Context: an optimization exercise on an open-source flow, tuned for small area. The choices shown serve that exercise and are no tape-out recipe. The RTL was checked by simulation tests, not by an equivalence proof against the original design. No activity file was given, so power comes from the tool's default toggle rates.

[design/flow/run.sh]
#!/bin/bash
# synth_recipe.tcl (not shown) runs the flow's synth.tcl, then flattens the netlist and writes it again
# the make line also repeats each setting of config.mk as NAME=value (left out here)
make -C /OpenROAD-flow-scripts/flow DESIGN_CONFIG=/design/flow/config.mk WORK_HOME=/design/flow/orfs CLKGATE_MAP_FILE= SYNTH_SCRIPT=/design/flow/synth_recipe.tcl finish
[design/flow/design.v]
package g;
    localparam int CLK_FREQ = 50_000_000;
    localparam int BAUD_RATE = 115200;
    localparam int NEC_SAMPLING_RATE = 80000;
    typedef logic [11:0] bcd_t;
endpackage
module syncer #(
    parameter int WIDTH     = 1,
    parameter bit RESET_VAL = 1'b0
) (
    input  logic             sys_clk,
    input  logic             sys_rst_n,
    input  logic [WIDTH-1:0] in,
    output logic [WIDTH-1:0] out,
    output logic             posedge_out,
    output logic             negedge_out
);
    (* syn_keep = 1 *)logic [WIDTH-1:0] sync_r0;
    (* syn_keep = 1 *)logic [WIDTH-1:0] sync_r1;
    always_ff @(posedge sys_clk or negedge sys_rst_n) begin
        if (!sys_rst_n) begin
            sync_r0 <= {WIDTH{RESET_VAL}};
            sync_r1 <= {WIDTH{RESET_VAL}};
        end else begin
            sync_r0 <= in;
            sync_r1 <= sync_r0;
        end
    end
    assign out = sync_r1;
    assign posedge_out = !sync_r0 && sync_r1;
    assign negedge_out = sync_r0 && !sync_r1;
endmodule
module bin2bcd (
    input  logic [ 7:0] bin,
    output logic [11:0] bcd
);
    logic [19:0] tmp;
    always_comb begin
        tmp = {12'b0, bin};
        for (int i = 0; i < 8; i = i + 1) begin
            tmp[11:8] = (tmp[11:8] > 4'd4) ? tmp[11:8] + 4'd3 : tmp[11:8];
            tmp[15:12] = (tmp[15:12] > 4'd4) ? tmp[15:12] + 4'd3 : tmp[15:12];
            tmp[19:16] = (tmp[19:16] > 4'd4) ? tmp[19:16] + 4'd3 : tmp[19:16];
            tmp = tmp << 1;
        end
        bcd = tmp[19:8];
    end
endmodule
module nec (
    input logic sys_clk,
    input logic sys_rst_n,
    input logic remote_in,
    output logic [7:0] data_out,
    output logic data_out_en,
    output logic repeat_out_en
);
    localparam int MAX_SAMPLING_CNT = g::CLK_FREQ / g::NEC_SAMPLING_RATE / 2 - 1;
    localparam int SAMPLING_9MS_CNT = 9 * g::NEC_SAMPLING_RATE / 1_000;
    localparam int SAMPLING_4_5MS_CNT = 45 * g::NEC_SAMPLING_RATE / 10_000;
    localparam int SAMPLING_2_25MS_CNT = 225 * g::NEC_SAMPLING_RATE / 100_000;
    localparam int SAMPLING_562_5US_CNT = 5625 * g::NEC_SAMPLING_RATE / 10_000_000;
    localparam int SAMPLING_1_6875MS_CNT = 16875 * g::NEC_SAMPLING_RATE / 10_000_000;
    localparam int TIMING_TOLERANCE = 10;
    localparam logic [5:0] MAX_DATA_CNT = 32;
    typedef enum logic [3:0] {
        S_IDLE = 0,
        S_WAIT_BURST_9MS = 1,
        S_JUDGEING = 2,
        S_FIN_REPEAT = 3,
        S_WAIT_DATA_562_5US = 4,
        S_WAIT_DATA_JUDGE = 5,
        S_GET_DATA_0 = 6,
        S_GET_DATA_1 = 7,
        S_CHK_DATA = 8,
        S_FIN_DATA = 9,
        S_FIN = 10
    } state_t;
    state_t current_state;
    state_t next_state;
    int sampling_cnt;
    logic sampling_clk;
    logic remote_in0;
    logic remote_in1;
    int timer_cnt;
    logic [5:0] data_cnt;
    logic [31:0] data_buf;
    logic clr_timer;
    assign clr_timer = current_state != next_state;
    logic sampling_tick;
    assign sampling_tick = (sampling_cnt == MAX_SAMPLING_CNT) && !sampling_clk;
    always_ff @(posedge sys_clk or negedge sys_rst_n) begin
        if (!sys_rst_n) begin
            remote_in0 <= 1;
            remote_in1 <= 1;
        end else if (sampling_tick) begin
            remote_in0 <= remote_in;
            remote_in1 <= remote_in0;
        end
    end
    always_ff @(posedge sys_clk or negedge sys_rst_n) begin
        if (!sys_rst_n) begin
            sampling_cnt <= 0;
            sampling_clk <= 0;
        end else if (sampling_cnt == MAX_SAMPLING_CNT) begin
            sampling_cnt <= 0;
            sampling_clk <= !sampling_clk;
        end else begin
            sampling_cnt <= sampling_cnt + 1;
        end
    end
    always_ff @(posedge sys_clk or negedge sys_rst_n) begin
        if (!sys_rst_n) begin
            current_state <= S_IDLE;
        end else if (sampling_tick) begin
            current_state <= next_state;
        end
    end
    always_comb begin
        next_state = current_state;
        case (current_state)
            S_IDLE: begin
                if (!remote_in1) begin
                    next_state = S_WAIT_BURST_9MS;
                end
            end
            S_WAIT_BURST_9MS: begin
                if (timer_cnt >= SAMPLING_9MS_CNT - TIMING_TOLERANCE && timer_cnt <= SAMPLING_9MS_CNT + TIMING_TOLERANCE && remote_in1) begin
                    next_state = S_JUDGEING;
                end else if (timer_cnt > SAMPLING_9MS_CNT + TIMING_TOLERANCE) begin
                    next_state = S_IDLE;
                end else if (remote_in1) begin
                    next_state = S_IDLE;
                end
            end
            S_JUDGEING: begin
                if (timer_cnt >= SAMPLING_2_25MS_CNT - TIMING_TOLERANCE && timer_cnt <= SAMPLING_2_25MS_CNT + TIMING_TOLERANCE) begin
                    if (!remote_in1) begin
                        next_state = S_FIN_REPEAT;
                    end
                end else if (timer_cnt >= SAMPLING_4_5MS_CNT - TIMING_TOLERANCE && timer_cnt <= SAMPLING_4_5MS_CNT + TIMING_TOLERANCE) begin
                    if (!remote_in1) begin
                        next_state = S_WAIT_DATA_562_5US;
                    end
                end else if (timer_cnt > SAMPLING_4_5MS_CNT + TIMING_TOLERANCE) begin
                    next_state = S_IDLE;
                end
            end
            S_FIN_REPEAT: begin
                next_state = S_FIN;
            end
            S_WAIT_DATA_562_5US: begin
                if (timer_cnt >= SAMPLING_562_5US_CNT - TIMING_TOLERANCE && timer_cnt <= SAMPLING_562_5US_CNT + TIMING_TOLERANCE) begin
                    if (remote_in1) begin
                        next_state = S_WAIT_DATA_JUDGE;
                    end
                end else if (timer_cnt > SAMPLING_562_5US_CNT + TIMING_TOLERANCE) begin
                    next_state = S_IDLE;
                end
            end
            S_WAIT_DATA_JUDGE: begin
                if (timer_cnt >= SAMPLING_562_5US_CNT - TIMING_TOLERANCE && timer_cnt <= SAMPLING_562_5US_CNT + TIMING_TOLERANCE) begin
                    if (!remote_in1) begin
                        next_state = S_GET_DATA_0;
                    end
                end else if (timer_cnt >= SAMPLING_1_6875MS_CNT - TIMING_TOLERANCE && timer_cnt <= SAMPLING_1_6875MS_CNT + TIMING_TOLERANCE) begin
                    if (!remote_in1) begin
                        next_state = S_GET_DATA_1;
                    end
                end else if (timer_cnt > SAMPLING_1_6875MS_CNT + TIMING_TOLERANCE) begin
                    next_state = S_IDLE;
                end
            end
            S_GET_DATA_0, S_GET_DATA_1: begin
                if (data_cnt == MAX_DATA_CNT) begin
                    next_state = S_CHK_DATA;
                end else begin
                    next_state = S_WAIT_DATA_562_5US;
                end
            end
            S_CHK_DATA: begin
                if (data_buf[31:24] == ~data_buf[23:16]) begin
                    next_state = S_FIN_DATA;
                end else begin
                    next_state = S_IDLE;
                end
            end
            S_FIN_DATA: begin
                next_state = S_FIN;
            end
            S_FIN: begin
                if (remote_in1) begin
                    next_state = S_IDLE;
                end
            end
            default: begin
            end
        endcase
    end
    always_ff @(posedge sys_clk or negedge sys_rst_n) begin
        if (!sys_rst_n) begin
            timer_cnt <= 0;
            data_cnt <= 0;
            data_out <= 0;
            data_out_en <= 0;
            repeat_out_en <= 0;
            data_buf <= 0;
        end else if (sampling_tick) begin
            if (clr_timer) begin
                timer_cnt <= 0;
            end else begin
                timer_cnt <= timer_cnt + 1;
            end
            case (next_state)
                S_IDLE: begin
                    timer_cnt <= 0;
                    data_cnt <= 0;
                    data_out <= 0;
                    data_out_en <= 0;
                    repeat_out_en <= 0;
                    data_buf <= 0;
                end
                S_FIN_REPEAT: begin
                    repeat_out_en <= 1;
                end
                S_GET_DATA_0: begin
                    data_buf[data_cnt[4:0]] <= 1'b0;
                    data_cnt <= data_cnt + 1'b1;
                end
                S_GET_DATA_1: begin
                    data_buf[data_cnt[4:0]] <= 1'b1;
                    data_cnt <= data_cnt + 1'b1;
                end
                S_FIN_DATA: begin
                    data_out <= data_buf[23:16];
                    data_out_en <= 1;
                end
                S_FIN: begin
                    data_out <= 0;
                    data_out_en <= 0;
                    repeat_out_en <= 0;
                end
                default: begin
                end
            endcase
        end
    end
endmodule
module nec_bcd (
    input logic sys_clk,
    input logic sys_rst_n,
    input logic [7:0] data_in,
    input logic data_in_en,
    input logic repeat_in_en,
    output g::bcd_t bcd_out,
    output logic bcd_out_en
);
    typedef enum logic [2:0] {
        S_IDLE,
        S_SEND,
        S_REPEAT
    } state_t;
    state_t current_state;
    state_t next_state;
    g::bcd_t tmp_bcd;
    g::bcd_t last_bcd;
    logic [7:0] data_in0;
    logic posedge_data_in;
    logic posedge_repeat_in;
    syncer #(
        .WIDTH(8)
    ) u_syncer_data_in (
        .sys_clk(sys_clk),
        .sys_rst_n(sys_rst_n),
        .in(data_in),
        .out(data_in0),
        .posedge_out(),
        .negedge_out()
    );
    syncer #(
        .WIDTH(1)
    ) u_syncer_data_in_en (
        .sys_clk(sys_clk),
        .sys_rst_n(sys_rst_n),
        .in(data_in_en),
        .out(),
        .posedge_out(posedge_data_in),
        .negedge_out()
    );
    syncer #(
        .WIDTH(1)
    ) u_syncer_repeat_in_en (
        .sys_clk(sys_clk),
        .sys_rst_n(sys_rst_n),
        .in(repeat_in_en),
        .out(),
        .posedge_out(posedge_repeat_in),
        .negedge_out()
    );
    bin2bcd u_bin2bcd (
        .bin(data_in0),
        .bcd(tmp_bcd)
    );
    always_ff @(posedge sys_clk or negedge sys_rst_n) begin
        if (!sys_rst_n) begin
            current_state <= S_IDLE;
        end else begin
            current_state <= next_state;
        end
    end
    always_comb begin
        next_state = current_state;
        case (current_state)
            S_IDLE: begin
                if (posedge_data_in) begin
                    next_state = S_SEND;
                end else if (posedge_repeat_in) begin
                    next_state = S_REPEAT;
                end
            end
            S_SEND, S_REPEAT: begin
                next_state = S_IDLE;
            end
            default: begin
            end
        endcase
    end
    always_ff @(posedge sys_clk or negedge sys_rst_n) begin
        if (!sys_rst_n) begin
            bcd_out_en <= 0;
            last_bcd <= 0;
        end else begin
            case (next_state)
                S_IDLE: begin
                    bcd_out_en <= 0;
                end
                S_SEND: begin
                    last_bcd <= tmp_bcd;
                    bcd_out_en <= 1;
                end
                S_REPEAT: begin
                    bcd_out_en <= 1;
                end
                default: begin
                end
            endcase
        end
    end
    always_ff @(posedge sys_clk) begin
        case (next_state)
            S_SEND: bcd_out <= tmp_bcd;
            S_REPEAT: bcd_out <= last_bcd;
            default: begin
            end
        endcase
    end
endmodule
module bcd_display (
    input logic sys_clk,
    input logic sys_rst_n,
    input logic bcd_in_en,
    input g::bcd_t bcd_in,
    input logic busy_in,
    output logic [7:0] data_out,
    output logic data_out_en
);
    typedef enum logic [2:0] {
        S_IDLE,
        S_START_TX,
        S_WAIT_BUSY,
        S_TX
    } state_t;
    state_t current_state;
    state_t next_state;
    localparam [2:0] MAX_OUT_IDX = 5;
    g::bcd_t bcd_buf;
    logic [2:0] out_idx;
    always_ff @(posedge sys_clk or negedge sys_rst_n) begin
        if (!sys_rst_n) begin
            current_state <= S_IDLE;
        end else begin
            current_state <= next_state;
        end
    end
    always_comb begin
        next_state = current_state;
        case (current_state)
            S_IDLE: begin
                if (bcd_in_en) begin
                    next_state = S_START_TX;
                end
            end
            S_START_TX: begin
                next_state = S_WAIT_BUSY;
            end
            S_WAIT_BUSY: begin
                if (!busy_in) begin
                    if (out_idx == MAX_OUT_IDX) begin
                        next_state = S_IDLE;
                    end else begin
                        next_state = S_TX;
                    end
                end
            end
            S_TX: begin
                next_state = S_WAIT_BUSY;
            end
            default: begin
            end
        endcase
    end
    always_ff @(posedge sys_clk or negedge sys_rst_n) begin
        if (!sys_rst_n) begin
            bcd_buf <= 0;
            out_idx <= 0;
            data_out <= '0;
            data_out_en <= 0;
        end else begin
            case (next_state)
                S_IDLE: begin
                    data_out <= '0;
                    data_out_en <= 0;
                    out_idx <= 0;
                end
                S_START_TX: begin
                    bcd_buf <= bcd_in;
                    data_out_en <= 0;
                end
                S_WAIT_BUSY: begin
                    data_out_en <= 0;
                end
                S_TX: begin
                    data_out_en <= 1;
                    out_idx <= out_idx + 1'b1;
                    case (out_idx)
                        0: data_out <= 8'd48 + {4'b0, bcd_buf[11:8]};
                        1: data_out <= 8'd48 + {4'b0, bcd_buf[7:4]};
                        2: data_out <= 8'd48 + {4'b0, bcd_buf[3:0]};
                        3: data_out <= 8'd13;
                        4: data_out <= 8'd10;
                    endcase
                end
                default: begin
                end
            endcase
        end
    end
endmodule
module uart_tx #(
    parameter int CLK_FREQ  = g::CLK_FREQ,
    parameter int BAUD_RATE = g::BAUD_RATE
) (
    input logic sys_clk,
    input logic sys_rst_n,
    input logic [7:0] data,
    input logic data_en,
    output logic busy,
    output logic tx
);
    localparam int MAX_CLK_CNT = CLK_FREQ / BAUD_RATE - 1;
    localparam logic [3:0] MAX_SHIFT_CNT = 10;
    int clk_cnt;
    logic [9:0] tmp_data;
    logic [3:0] shift_cnt;
    assign tmp_data = {1'b1, data, 1'b0};
    always_ff @(posedge sys_clk or negedge sys_rst_n) begin
        if (!sys_rst_n) begin
            busy <= 0;
        end else if (!busy && data_en) begin
            busy <= 1;
        end else if (shift_cnt == MAX_SHIFT_CNT) begin
            busy <= 0;
        end
    end
    always_ff @(posedge sys_clk or negedge sys_rst_n) begin
        if (!sys_rst_n) begin
            clk_cnt <= 0;
        end else if (busy) begin
            if (clk_cnt == MAX_CLK_CNT) begin
                clk_cnt <= 0;
            end else begin
                clk_cnt <= clk_cnt + 1;
            end
        end else begin
            clk_cnt <= 0;
        end
    end
    always_ff @(posedge sys_clk or negedge sys_rst_n) begin
        if (!sys_rst_n) begin
            shift_cnt <= 0;
        end else if (busy) begin
            if (clk_cnt == MAX_CLK_CNT) begin
                shift_cnt <= shift_cnt + 1'b1;
            end
        end else begin
            shift_cnt <= 0;
        end
    end
    always_ff @(posedge sys_clk or negedge sys_rst_n) begin
        if (!sys_rst_n) begin
            tx <= 1;
        end else if (busy) begin
            if (shift_cnt == MAX_SHIFT_CNT) begin
                tx <= 1;
            end else if (clk_cnt == 0) begin
                tx <= tmp_data[shift_cnt];
            end
        end else begin
            tx <= 1;
        end
    end
endmodule
module top_nec_uart #(
    parameter logic [27:0] MAX_TIMER_CNT = 27'd25_000_000 - 27'b1
) (
    input logic sys_clk,
    input logic sys_rst_n,
    input  logic remote_in,
    output logic uart_out
);
    logic [7:0] nec_data;
    logic nec_data_en;
    logic nec_repeat_en;
    g::bcd_t bcd;
    logic bcd_en;
    logic uart_busy;
    logic [7:0] data;
    logic data_en;
    nec u_nec (
        .sys_clk(sys_clk),
        .sys_rst_n(sys_rst_n),
        .remote_in(remote_in),
        .data_out(nec_data),
        .data_out_en(nec_data_en),
        .repeat_out_en(nec_repeat_en)
    );
    nec_bcd u_nec_bcd (
        .sys_clk  (sys_clk),
        .sys_rst_n(sys_rst_n),
        .data_in(nec_data),
        .data_in_en(nec_data_en),
        .repeat_in_en(nec_repeat_en),
        .bcd_out(bcd),
        .bcd_out_en(bcd_en)
    );
    bcd_display u_bcd_display (
        .sys_clk(sys_clk),
        .sys_rst_n(sys_rst_n),
        .bcd_in_en(bcd_en),
        .bcd_in(bcd),
        .busy_in(uart_busy),
        .data_out(data),
        .data_out_en(data_en)
    );
    uart_tx u_uart_tx (
        .sys_clk(sys_clk),
        .sys_rst_n(sys_rst_n),
        .data(data),
        .data_en(data_en),
        .busy(uart_busy),
        .tx(uart_out)
    );
endmodule
[design/flow/constraint.sdc]
create_clock -name core_clock -period 20.0 [get_ports {sys_clk}]
set_input_delay 4.0000 -clock core_clock [delete_from_list [all_inputs] [get_ports {sys_clk}]]
set_output_delay 4.0000 -clock core_clock [all_outputs]
set_load 0.01 [all_outputs]
[design/flow/config.mk]
export PLATFORM = sky130hd
export DESIGN_NAME = top_nec_uart
export DESIGN_NICKNAME = top_nec_uart
export VERILOG_FILES = /design/flow/design.v
export SDC_FILE = /design/flow/constraint.sdc
export NUM_CORES = 4
export LEC_CHECK = 0
export CAP_MARGIN = 20
export CORE_MARGIN = 2
export CORE_UTILIZATION = 40
export SLEW_MARGIN = 20
==> flow_summary_export.csv <==
group,metric,value,unit
global_route,grt_pass1_wl,39900,um
setup_path,reg2reg_to,"u_nec_bcd.bcd_out[5]",
global_route,grt_overflow,0,
finish,stdcell_count,1541,
timing,min_period,5580,ps
finish,drive_gt1_share,9.20,%
place,port_buffers,3,
place,hpwlAfterDp,15300,um
detailed_routing,routed_via_density,5.38,
detailed_routing,ant_nets,0,
die,die_w,171,um
synth,synth-async-reset-ratio,95.2,%
die,rows,61,
place,place_area,0.0115,mm2
power_and_ir_drop,p_clk_share,51.9,%
place,gp_congestion,0.843,
synth,yosysWarnings,7,
timing,worst_slew_pin_slew,995,ps
finish,n_antenna_cell,0,
finish,fin_area,0.0123,mm2
synth,synthCells,1154,
power_and_ir_drop,seqPwrFrac,47.2,%
global_route,grt_max_degree,83,
detailed_routing,wl_per_cell,14.7,um
synth,synth_area_leaders,"dfrtp_1, nand2_1, ha_1",
timing,fin_worst_skew,14.4,ps
timing,rsz0062_at_grt,"no",
clock_network,ctsHoldBuffers,0,
timing,finalWorstSetupSlack,14420,ps
setup_path,path_cells,"clkdlybuf4s50_1",
place,pre_cts_ws,13700,ps
global_route,grt_pass1_vias,8243,
timing,drv_slew,0,
timing,setup_viol,0,
setup_path,rrSetupSlack,15150,ps
timing,fmax,0.179,GHz
timing,maxSlewHeadroom,33.6,%
synth,synth_edf_count,10,
finish,layout.nets,1182,
die,start_util,40.3,%
detailed_routing,drtIter0Drc,537,
setup_path,required,16000,ps
die,core_area,0.0276,mm2
setup_path,cpPeakStageDelay,530,ps
power_and_ir_drop,ir_drop,0.0000540,V
die,ios,4,
setup_path,rr_startpoint,"u_nec_bcd.u_syncer_data_in.sync_r1[5]",
die,die-area,0.0292,mm2
synth,synth_fp_nets,1191,
power_and_ir_drop,intPower,0.000707,W
clock_network,clkTransAtPathRegs,60,ps
detailed_routing,drtPass1Iterations,4,
setup_path,crit_end,"uart_out",
detailed_routing,num_vias,8291,
run_status,status,"no timing/DRC/antenna violations",
clock_network,clk_path_buf_depth,3,
flow_run,cap_violations,0,
detailed_routing,drc,0,
setup_path,crit_slowest_cell,"dfstp_2",
clock_network,cts_max_level,1,
setup_path,crit_type,"reg -> out",
setup_path,path_buf_inv,1,
power_and_ir_drop,pwr-share-comb,0.9,%
timing,finalCritPeriodShare,27.9,%
synth,synthDistinctLibCells,85,
power_and_ir_drop,leakage,5.28,nW
power_and_ir_drop,power_density,72.5,mW/mm2
setup_path,crit_family,"flip-flops",
clock_network,cts_buffers,24,
setup_path,cp-start-kind,"flop",
synth,synth.most_common_cell,"dfrtp_1",
clock_network,insertion_delay,520,ps
synth,synth_top_area_cell,"dfrtp_1",
synth,syn_area,0.0111,mm2
synth,synth_area_per_cell,9.65,um2
setup_path,crit_start,"u_uart_tx.tx",
min_path,worstHoldPathType,"reg -> reg",
clock_network,cts-root-buf,"clkbuf_16",
global_route,grt_usage,16.3,%
global_route,antenna_found_initial,0,
power_and_ir_drop,swShare,20.8,%
place,placedCellCount,1497,
timing,holdWs,338,ps
synth,synthFlopType,"dfrtp_1",
clock_network,cts_resized,0,
setup_path,critical_path_cell_count,1,
timing,tns,0,ps
setup_path,cp_max_fo,2,
synth,yosysSeqAreaShare,47.0,%
setup_path,critPathArrivalTime,1580,ps
detailed_routing,wirelength,22700,um
synth,ys_ff_latch,207,
synth,yosysTopAreaCellShare,43.6,%
synth,synth_common_cells,"dfrtp_1, nand2_1, nor2_1, o21ai_0, nand3_1",
setup_path,reg2reg_depth,21,
setup_path,cp-end-kind,"primary output",
timing,hold_violations,0,
clock_network,post-cts-setup-buffers,0,
clock_network,cts_tree,"done",
finish,area_growth,10.6,%
die,die_h,171,um
clock_network,cts.sinks,207,
power_and_ir_drop,switching_power,0.000185,W
[how the worst min path moves through the flow]
stage | startpoint | to | cells past startpoint
6_report | u_nec_bcd.u_syncer_data_in.sync_r0[3] | u_nec_bcd.u_syncer_data_in.sync_r1[3] | 0
5_1_grt | u_nec_bcd.u_syncer_data_in.sync_r0[3] | u_nec_bcd.u_syncer_data_in.sync_r1[3] | 0
4_1_cts | u_nec_bcd.u_syncer_data_in.sync_r0[3] | u_nec_bcd.u_syncer_data_in.sync_r1[3] | 0
3_5_place_dp | u_nec_bcd.u_syncer_data_in.sync_r0[1] | u_nec_bcd.u_syncer_data_in.sync_r1[1] | 0
3_3_place_gp | u_nec_bcd.u_syncer_data_in.sync_r0[6] | u_nec_bcd.u_syncer_data_in.sync_r1[6] | 0
2_1_floorplan | u_nec_bcd.u_syncer_data_in.sync_r0[0] | u_nec_bcd.u_syncer_data_in.sync_r1[0] | 0
[state kept, by name (all words and copies together), names as in the netlist, 5 cells and up]
name / cells
u_bcd_display.bcd_buf: 10
u_bcd_display.data_out: 5
u_nec.data_buf: 16
u_nec.data_cnt: 6
u_nec.data_out: 8
u_nec.sampling_cnt: 32
u_nec.timer_cnt: 32
u_nec_bcd.bcd_out: 10
u_nec_bcd.last_bcd: 10
u_nec_bcd.u_syncer_data_in.sync_r0: 8
u_nec_bcd.u_syncer_data_in.sync_r1: 8
u_uart_tx.clk_cnt: 32
[power by group through the flow]
stage / Clock, W / Combinational (W) / Sequential, W
final: 0.000463 / 0.00000826 / 0.000421
after global routing: 0.000492 / 0.0000101 / 0.000421
after CTS: 0.000476 / 0.00000904 / 0.000421
after detailed placement: 0 / 0.00000902 / 0.000429
after global placement: 0 / 0.00000896 / 0.000429
after floorplan: 0 / 0.00000000436 / 0.000429
[routing by layer]
| layer | vias to the layer above | GRT usage (%) | part of all wire (%) |
|---|---|---|---|
| met1 | 4059 | 22.0 | 47 |
| met5 | - | 0 | 0 |
| met2 | 96 | 27.7 | 48 |
| met4 | 0 | 3.57 | 1.7 |
| li1 | 4108 | - | - |
| met3 | 28 | 2.43 | 2.9 |
[kinds of logic (layout without fill, tap and decap cells)]
kind of cell,after synthesis,count (layout),synth area share (%)
AO/OA/AOI/OAI,234,234,13.8
XOR/XNOR,83,83,6.53
adder cells (fa/ha/maj),34,34,3.82
buffers and inverters,93,102,3.83
flip-flops,207,207,47.0
multiplexers,39,39,4.00
AND/OR/NAND/NOR,464,464,21.0
[cells in the final DEF (no fill, tap or decap), drive strengths merged, types with 6 or more instances in the layout]
master and n:
and4 6, clkbuf 33, mux2i 10, ha 34
inv 49, nor3 22, mux2 28, nand3 52
o22ai 14, nand2 137, a31oi 33, nand4 26
o211ai 12, nand2b 12, xor2 37, o21ai 65
clkinv 8, and2 12, or3 7, edfxtp 10
nor2 96, a21oi 46, and3 25, buf 6
xnor2 46, or2 6, nor2b 13, a22o 11
dfrtp 194, nor4 26
[cell type report]
class,instances,area (um2)
clock buffer,32,702
clock inverter,12,149
fill,2650,15300
inverter,49,184
multi-input combinational,854,5490
sequential,207,5230
tap,378,473
timing repair buffer,9,82.6
[stage by stage]
| step | utilization [%] | power [W] |
|---|---|---|
| after floorplan | - | 0.000429 |
| after global placement | 41.5 | 0.000438 |
| after detailed placement | 41.5 | 0.000438 |
| after CTS | 44.5 | 0.000906 |
| after global routing | 44.6 | 0.000923 |
| final | 44.6 | 0.000893 |

port drivers added, routing unchanged:
How much do the figures lean on ideal ports? The routed layout below was timed once more, with nothing changed but the port constraints. Step 1 assumes that a clkbuf_16 drives the clock port and a buf_2 every other input. Step 2 times the ports against the registers' clock, not the clock port: input delays grow and output delays shrink by t, the midpoint of the rising clock arrivals with the driver on. Three values: no drivers, after step 1, after step 2; two values: the first two.
t (ns): 0.564
setup WS [ns]: 14.417 / 14.370 / 14.099
worst slew at a driven data input, ns: 0.04
After both steps setup and hold are still met in this run. For this run, drivers alone change the setup slack by -0.047 ns; drivers and shift together by -0.318 ns. The worst setup slack also covers recovery checks on asynchronous resets.
